Source: an optimization exercise on an open RTL-to-GDS flow (aim: small area and a short achievable clock period). Production flows keep margins and buffers that such runs may drop. In this exercise RTL edits were held to simulation tests only and were not proved equivalent to the original. No activity file was given, so power comes from the tool's default toggle rates.

## P
Design DALU, start of the top module:
module DALU(clk, rst, in_valid, instruction, out_valid, out);
Settings: LEC_CHECK=0, ABC_AREA=1, CAP_MARGIN=20, CORE_MARGIN=2, CORE_UTILIZATION=40, CTS_BUF_LIST=sky130_fd_sc_hd__clkbuf_8, PLACE_DENSITY=0.9, SLEW_MARGIN=20, SYNTH_HIERARCHICAL=1, SYNTH_MINIMUM_KEEP_SIZE=0, BUFFER_PORTS_ARGS=-buffer_cell sky130_fd_sc_hd__buf_2, SETUP_SLACK_MARGIN=5.3; clock period 9.0 ns.
standard.sh (not shown) runs the stock make flow with config.mk's settings and CLKGATE_MAP_FILE= SYNTH_SCRIPT=/design/flow/synth_recipe.tcl, a recipe that flattens the netlist after the stock synthesis.
==> flow/flow/run.sh <==
#!/bin/bash
# The standard layout, with the port buffers made of buf_2 cells instead of
# the resizer's default choice (a slow delay cell), and timing repair aiming
# at 5.3 ns of setup slack.
set -euo pipefail
echo 'export BUFFER_PORTS_ARGS = -buffer_cell sky130_fd_sc_hd__buf_2' >> config.mk
echo 'export SETUP_SLACK_MARGIN = 5.3' >> config.mk
bash standard.sh finish > flow.log 2>&1
P closes out successfully: all stages finished, all timing, DRC and antenna checks passed.
The inputs of Q differ from those of P as listed below.
Settings: PLACE_DENSITY: 0.9 -> 0.8; CORE_UTILIZATION: 40 -> 70.
==> summary.txt <==
- Q ended up with a lower critical path depth than P did.
- Delta (Q minus P): final non-filler cell total -69; tap cell instance count down 67; area share of buffers outside the clock network -0.35 points; final estimated routing congestion in global placement climbed 1.7%; post-synthesis to final-layout area growth lower.
- Comparing P against Q, there is no change at all in number of enable flip-flop cells after synthesis.
- Q ends up with a total power that is 100 uW higher than in P.
Changes in R relative to Q:
Settings: swapping 70 for 40 in CORE_UTILIZATION; swapping 5.3 for 5.25 in SETUP_SLACK_MARGIN.
==> flow/flow/run.sh <==
#!/bin/bash
# The standard layout, with the port buffers made of buf_2 cells instead of
# the resizer's default choice (a slow delay cell), and timing repair aiming
# at 5.25 ns of setup slack.
set -euo pipefail
echo 'export BUFFER_PORTS_ARGS = -buffer_cell sky130_fd_sc_hd__buf_2' >> config.mk
echo 'export SETUP_SLACK_MARGIN = 5.25' >> config.mk
bash standard.sh finish > flow.log 2>&1
### Flow results
R and Q ended up with nearly the same layout-stage area growth over the synthesis result.
Compared with Q, in R instance area at placement went up about 1.7%, critical path depth moved up, combinational share of power went down 3.2 points.
When the final numbers for R and Q were put side by side, the wire length of the first global-routing pass turned out to be greater in Q.
Net switching power figure: R and Q compared, lower one is R

* * *

DALU, a different RTL version from the one above (not shown whole).
For scale: roughly 560 cells after synthesis, roughly 53 flip-flops, roughly 0.0052 mm^2 of cells after synthesis.
==> flow/config.mk <==
export PLATFORM = sky130hd
export DESIGN_NAME = DALU
export DESIGN_NICKNAME = DALU
export VERILOG_FILES = /design/flow/design.v
export SDC_FILE = /design/flow/constraint.sdc
export NUM_CORES = 4
export LEC_CHECK = 0
export CAP_MARGIN = 20
export CORE_MARGIN = 2
export CORE_UTILIZATION = 40
export SLEW_MARGIN = 20
export SYNTH_HIERARCHICAL = 1
export SYNTH_MINIMUM_KEEP_SIZE = 0
export BUFFER_PORTS_ARGS = -buffer_cell sky130_fd_sc_hd__buf_2
export SETUP_SLACK_MARGIN = 5.5
==> flow/constraint.sdc <==
create_clock -name core_clock -period 9.0 [get_ports {clk}]
set_input_delay 1.8000 -clock core_clock [delete_from_list [all_inputs] [get_ports {clk}]]
set_output_delay 1.8000 -clock core_clock [all_outputs]
set_load 0.01 [all_outputs]
==> flow/flow/run.sh <==
#!/bin/bash
# The standard layout, with the port buffers made of buf_2 cells instead of
# the resizer's default choice (a slow delay cell), and timing repair aiming
# at 5.5 ns of setup slack.
set -euo pipefail
echo 'export BUFFER_PORTS_ARGS = -buffer_cell sky130_fd_sc_hd__buf_2' >> config.mk
echo 'export SETUP_SLACK_MARGIN = 5.5' >> config.mk
bash standard.sh finish > flow.log 2>&1
The baseline ran to the end with no violations.
Change:
==> flow/flow/run.sh (replaced) <==
#!/bin/bash
# The standard layout, with the port buffers made of buf_2 cells instead of
# the resizer's default choice (a slow delay cell).
set -euo pipefail
echo 'export BUFFER_PORTS_ARGS = -buffer_cell sky130_fd_sc_hd__buf_2' >> config.mk
bash standard.sh finish > flow.log 2>&1
ABC_AREA = 1   (was default)
CTS_BUF_LIST = sky130_fd_sc_hd__clkbuf_8   (was default)
SETUP_SLACK_MARGIN = 5   (was 5.5)
Setup slack gets worse by 45 ps.
Fmax went down by about 1.2%.
Combinational power went down by about 23%.
Sequential power went down by about 4%.
Synthesized area went down by about 4%.
Wire length went down by 3.8%.
Clock skew hardly moves.
Critical path depth went up by 3.
Global-route usage went up by 1.2 points.
Power went down by 23%.
Die area went down by 4.1%.

* * *

RTL: one of the versions met above, not the one the previous note started from.
For scale: roughly 620 cells after synthesis, roughly 54 flip-flops, about 0.0048 mm^2 of cells after synthesis.
## DALU
module DALU(clk, rst, in_valid, instruction, out_valid, out);
clock: 9.0 ns
lec_check: 0
abc_area: 1
cap_margin: 20
core_margin: 2
core_utilization: 40
cts_buf_list: sky130_fd_sc_hd__clkbuf_8
place_density: 0.8
slew_margin: 20
synth_hierarchical: 1
synth_minimum_keep_size: 0
buffer_ports_args: -buffer_cell sky130_fd_sc_hd__buf_2
setup_slack_margin: 5.35
==> flow/flow/run.sh <==
#!/bin/bash
# The standard layout, with the port buffers made of buf_2 cells instead of
# the resizer's default choice (a slow delay cell), and timing repair aiming
# at 5.35 ns of setup slack.
set -euo pipefail
echo 'export BUFFER_PORTS_ARGS = -buffer_cell sky130_fd_sc_hd__buf_2' >> config.mk
echo 'export SETUP_SLACK_MARGIN = 5.35' >> config.mk
bash standard.sh finish > flow.log 2>&1
Then changed:
==> flow/flow/run.sh (replaced) <==
#!/bin/bash
# The standard layout, with the port buffers made of buf_2 cells instead of
# the resizer's default choice (a slow delay cell), and timing repair aiming
# at 5.3 ns of setup slack.
set -euo pipefail
echo 'export BUFFER_PORTS_ARGS = -buffer_cell sky130_fd_sc_hd__buf_2' >> config.mk
echo 'export SETUP_SLACK_MARGIN = 5.3' >> config.mk
bash standard.sh finish > flow.log 2>&1
--- a/flow/config.mk
+++ b/flow/config.mk
@@ -10,3 +10,3 @@
 export CORE_MARGIN = 2
-export CORE_UTILIZATION = 40
+export CORE_UTILIZATION = 60
 export CTS_BUF_LIST = sky130_fd_sc_hd__clkbuf_8
@@ -17,2 +17,2 @@
 export BUFFER_PORTS_ARGS = -buffer_cell sky130_fd_sc_hd__buf_2
-export SETUP_SLACK_MARGIN = 5.35
+export SETUP_SLACK_MARGIN = 5.3
=> Total power shrinks by a few percent; cell count shrinks by a few percent; fmax shrinks slightly; via count grows slightly; sequential power is about the same; utilization grows by 22 points; cell area shrinks by a few percent.
Then changed:
--- a/flow/config.mk
+++ b/flow/config.mk
@@ -10,3 +10,3 @@
 export CORE_MARGIN = 2
-export CORE_UTILIZATION = 60
+export CORE_UTILIZATION = 40
 export CTS_BUF_LIST = sky130_fd_sc_hd__clkbuf_8
=> Cell count increases by 5.9%; global-route usage decreases by 11 points; final area increases by 1.2%; clock-buffer cell count decreases by 1; clock skew increases by 4.3 ps; routed wire length decreases by 11%.

* * *

Another version of the RTL of DALU (not shown whole).
Size: about 500 cells after synthesis, ~35 flip-flops, ~39 I/O pins, ~4500 um2 of cells after synthesis.
Settings: LEC_CHECK=0, CAP_MARGIN=20, CORE_MARGIN=2, CORE_UTILIZATION=40, SETUP_SLACK_MARGIN=5, SLEW_MARGIN=20, SYNTH_HIERARCHICAL=1, SYNTH_MINIMUM_KEEP_SIZE=0; clock period 9.0 ns.
run.sh (not shown) runs the stock make flow with config.mk's settings and CLKGATE_MAP_FILE= SYNTH_SCRIPT=/design/flow/synth_recipe.tcl, a recipe that flattens the netlist after the stock synthesis.
Stock flow here: none of the scripts above is used.
Edit:
SETUP_SLACK_MARGIN = default   (was 5)
Effect: The new run finished with timing, DRC and antenna clean. Via count goes down by 5.3%. Synthesized cell count stays the same. Non-clock buffer count goes down by 27. Worst setup slack degrades by 1.7 ns. Power goes down by 12%. First-iteration DRC count goes up by 59%. Routed wire length goes down by 8.8%. Cell area goes down by 11%. Maximum frequency goes down by 25%. Critical path depth goes up by 3.
Edit:
==> flow/flow/run.sh (new file) <==
#!/bin/bash
# The standard layout, with the port buffers made of buf_2 cells instead of
# the resizer's default choice (a slow delay cell).
set -euo pipefail
echo 'export BUFFER_PORTS_ARGS = -buffer_cell sky130_fd_sc_hd__buf_2' >> config.mk
bash standard.sh finish > flow.log 2>&1
==> flow/standard.sh (new file) <==
#!/bin/bash
# synth_recipe.tcl (not shown) runs the flow's synth.tcl, then flattens the netlist and writes it again
# the make line also repeats each setting of config.mk as NAME=value (left out here)
make -C /OpenROAD-flow-scripts/flow DESIGN_CONFIG=/design/flow/config.mk WORK_HOME=/design/flow/orfs CLKGATE_MAP_FILE= SYNTH_SCRIPT=/design/flow/synth_recipe.tcl "${@:-finish}"
BUFFER_PORTS_ARGS = -buffer_cell sky130_fd_sc_hd__buf_2   (was default)
SETUP_SLACK_MARGIN = 5   (was default)
removed: flow/run.sh
Effect: Total power goes up by about 6%. Sequential power hardly moves. Die area is unchanged. Non-clock buffer count is higher by 30. First-iteration DRC count decreases by 21%. Area after synthesis is unchanged. Sequential cell count does not change.

* * *

Another version of the RTL of DALU (not shown whole).
Size: about 620 cells after synthesis, roughly 4900 sq um of cells after synthesis.
export LEC_CHECK = 0
export ABC_AREA = 1
export CAP_MARGIN = 20
export CORE_MARGIN = 2
export CORE_UTILIZATION = 40
export CTS_BUF_LIST = sky130_fd_sc_hd__clkbuf_8
export PLACE_DENSITY = 0.8
export SLEW_MARGIN = 20
export SYNTH_HIERARCHICAL = 1
export SYNTH_MINIMUM_KEEP_SIZE = 0
export BUFFER_PORTS_ARGS = -buffer_cell sky130_fd_sc_hd__buf_2
export SETUP_SLACK_MARGIN = 5.3
create_clock -name core_clock -period 9.0 [get_ports {clk}]
standard.sh (not shown) runs the stock make flow with config.mk's settings and CLKGATE_MAP_FILE= SYNTH_SCRIPT=/design/flow/synth_recipe.tcl, a recipe that flattens the netlist after the stock synthesis.
==> flow/flow/run.sh <==
#!/bin/bash
# The standard layout, with the port buffers made of buf_2 cells instead of
# the resizer's default choice (a slow delay cell), and timing repair aiming
# at 5.3 ns of setup slack.
set -euo pipefail
echo 'export BUFFER_PORTS_ARGS = -buffer_cell sky130_fd_sc_hd__buf_2' >> config.mk
echo 'export SETUP_SLACK_MARGIN = 5.3' >> config.mk
bash standard.sh finish > flow.log 2>&1
The first run finished clean.
Then changed:
==> flow/flow/run.sh (replaced) <==
#!/bin/bash
# The standard layout, with the port buffers made of buf_2 cells instead of
# the resizer's default choice (a slow delay cell).
set -euo pipefail
echo 'export BUFFER_PORTS_ARGS = -buffer_cell sky130_fd_sc_hd__buf_2' >> config.mk
bash standard.sh finish > flow.log 2>&1
- PLACE_DENSITY: 0.8 -> unset
- SETUP_SLACK_MARGIN: 5.3 -> 5
- The new run passed the timing, DRC and antenna checks
- worst hold slack gets worse by 0.0031 ns
- worst setup slack gets worse by 0.19 ns
- combinational power shrinks by a little under a tenth
- non-clock buffer count shrinks by 2
Then changed:
==> flow/flow/run.sh (replaced) <==
#!/bin/bash
# The standard layout, with the port buffers made of buf_2 cells instead of
# the resizer's default choice (a slow delay cell), and timing repair aiming
# at 5.8 ns of setup slack.
set -euo pipefail
echo 'export BUFFER_PORTS_ARGS = -buffer_cell sky130_fd_sc_hd__buf_2' >> config.mk
echo 'export SETUP_SLACK_MARGIN = 5.8' >> config.mk
bash standard.sh finish > flow.log 2>&1
- SETUP_SLACK_MARGIN: 5 -> 5.8
Outcome: Wire length rises by about 4%. Clock power falls by about 10%. Power rises by 23%. Global-route usage rises by 0.49 points. Clock skew stays flat. First-iteration DRC count rises by 130%. Via count rises by about 5.4%. Cell count rises by 3.4%. Cell area rises by 21%. Sequential cell count stays the same. Worst setup slack improved by 0.27 ns.
Then changed:
==> flow/flow/run.sh (replaced) <==
#!/bin/bash
# The standard layout, with the port buffers made of buf_2 cells instead of
# the resizer's default choice (a slow delay cell).
set -euo pipefail
echo 'export BUFFER_PORTS_ARGS = -buffer_cell sky130_fd_sc_hd__buf_2' >> config.mk
bash standard.sh finish > flow.log 2>&1
- CORE_UTILIZATION: 40 -> 60
- SETUP_SLACK_MARGIN: 5.8 -> 5
Result: The new run ran to the end with no violations; sequential share of layout area is higher by 3.5 points; die area goes down by 32%; sequential power shrinks by about 4%; combinational power drops by 30%; global-route usage rose by 9.6 points; via count is lower by 2.0%; critical path depth rose by 6; power shrinks by 17%; synthesized cell count does not change.

-- port drivers added, routing unchanged --
Ports are ideal in the flow. The routed layouts listed here were re-timed in OpenROAD.
Step 1: set_driving_cell puts a clkbuf_16 on clk and a buf_2 on each other input, an assumption about the parent block.
Step 2, shift: input delay + t, output delay - t, t = (earliest + latest rising clock arrival at the registers) / 2. This alone moves slack from input paths to output paths.
Three values: no drivers, after step 1, after step 2; two values: the first two.
run	t, ns	setup slack, ns	worst setup path after step 2
P	0.341	5.386 / 5.358 / 5.054	input to register
Q	0.357	5.203 / 5.167 / 5.000	input to register
R	0.346	5.389 / 5.359 / 5.064	input to register
the first run of note 2	0.336	5.216 / 5.176 / 5.036	input to register
the second run of note 2	0.336	5.171 / 5.170 / 5.163	input to register
the first run of note 3	0.340	5.421 / 5.390 / 5.142	input to register
the second run of note 3	0.335	5.382 / 5.354 / 5.081	input to register
the third run of note 3	0.346	5.395 / 5.364 / 5.082	input to register
the first run of note 4	0.316	4.145 / 4.139 / 3.823	input to register
the second run of note 4	0.325	2.483 / 2.490 / 2.166	input to register
the third run of note 4	0.312	4.135 / 4.072 / 3.760	input to register
the first run of note 5	0.343	5.388 / 5.371 / 5.056	input to register
the second run of note 5	0.346	5.200 / 5.169 / 4.966	input to register
the third run of note 5	0.329	5.474 / 5.442 / 5.156	input to register
the fourth run of note 5	0.337	5.164 / 5.164 / 4.940	input to register
After both steps setup and hold are still met in every run listed. The setup slack of the third run of note 4, which loses most, moves by -0.063 ns with the drivers and by -0.375 ns with both steps.
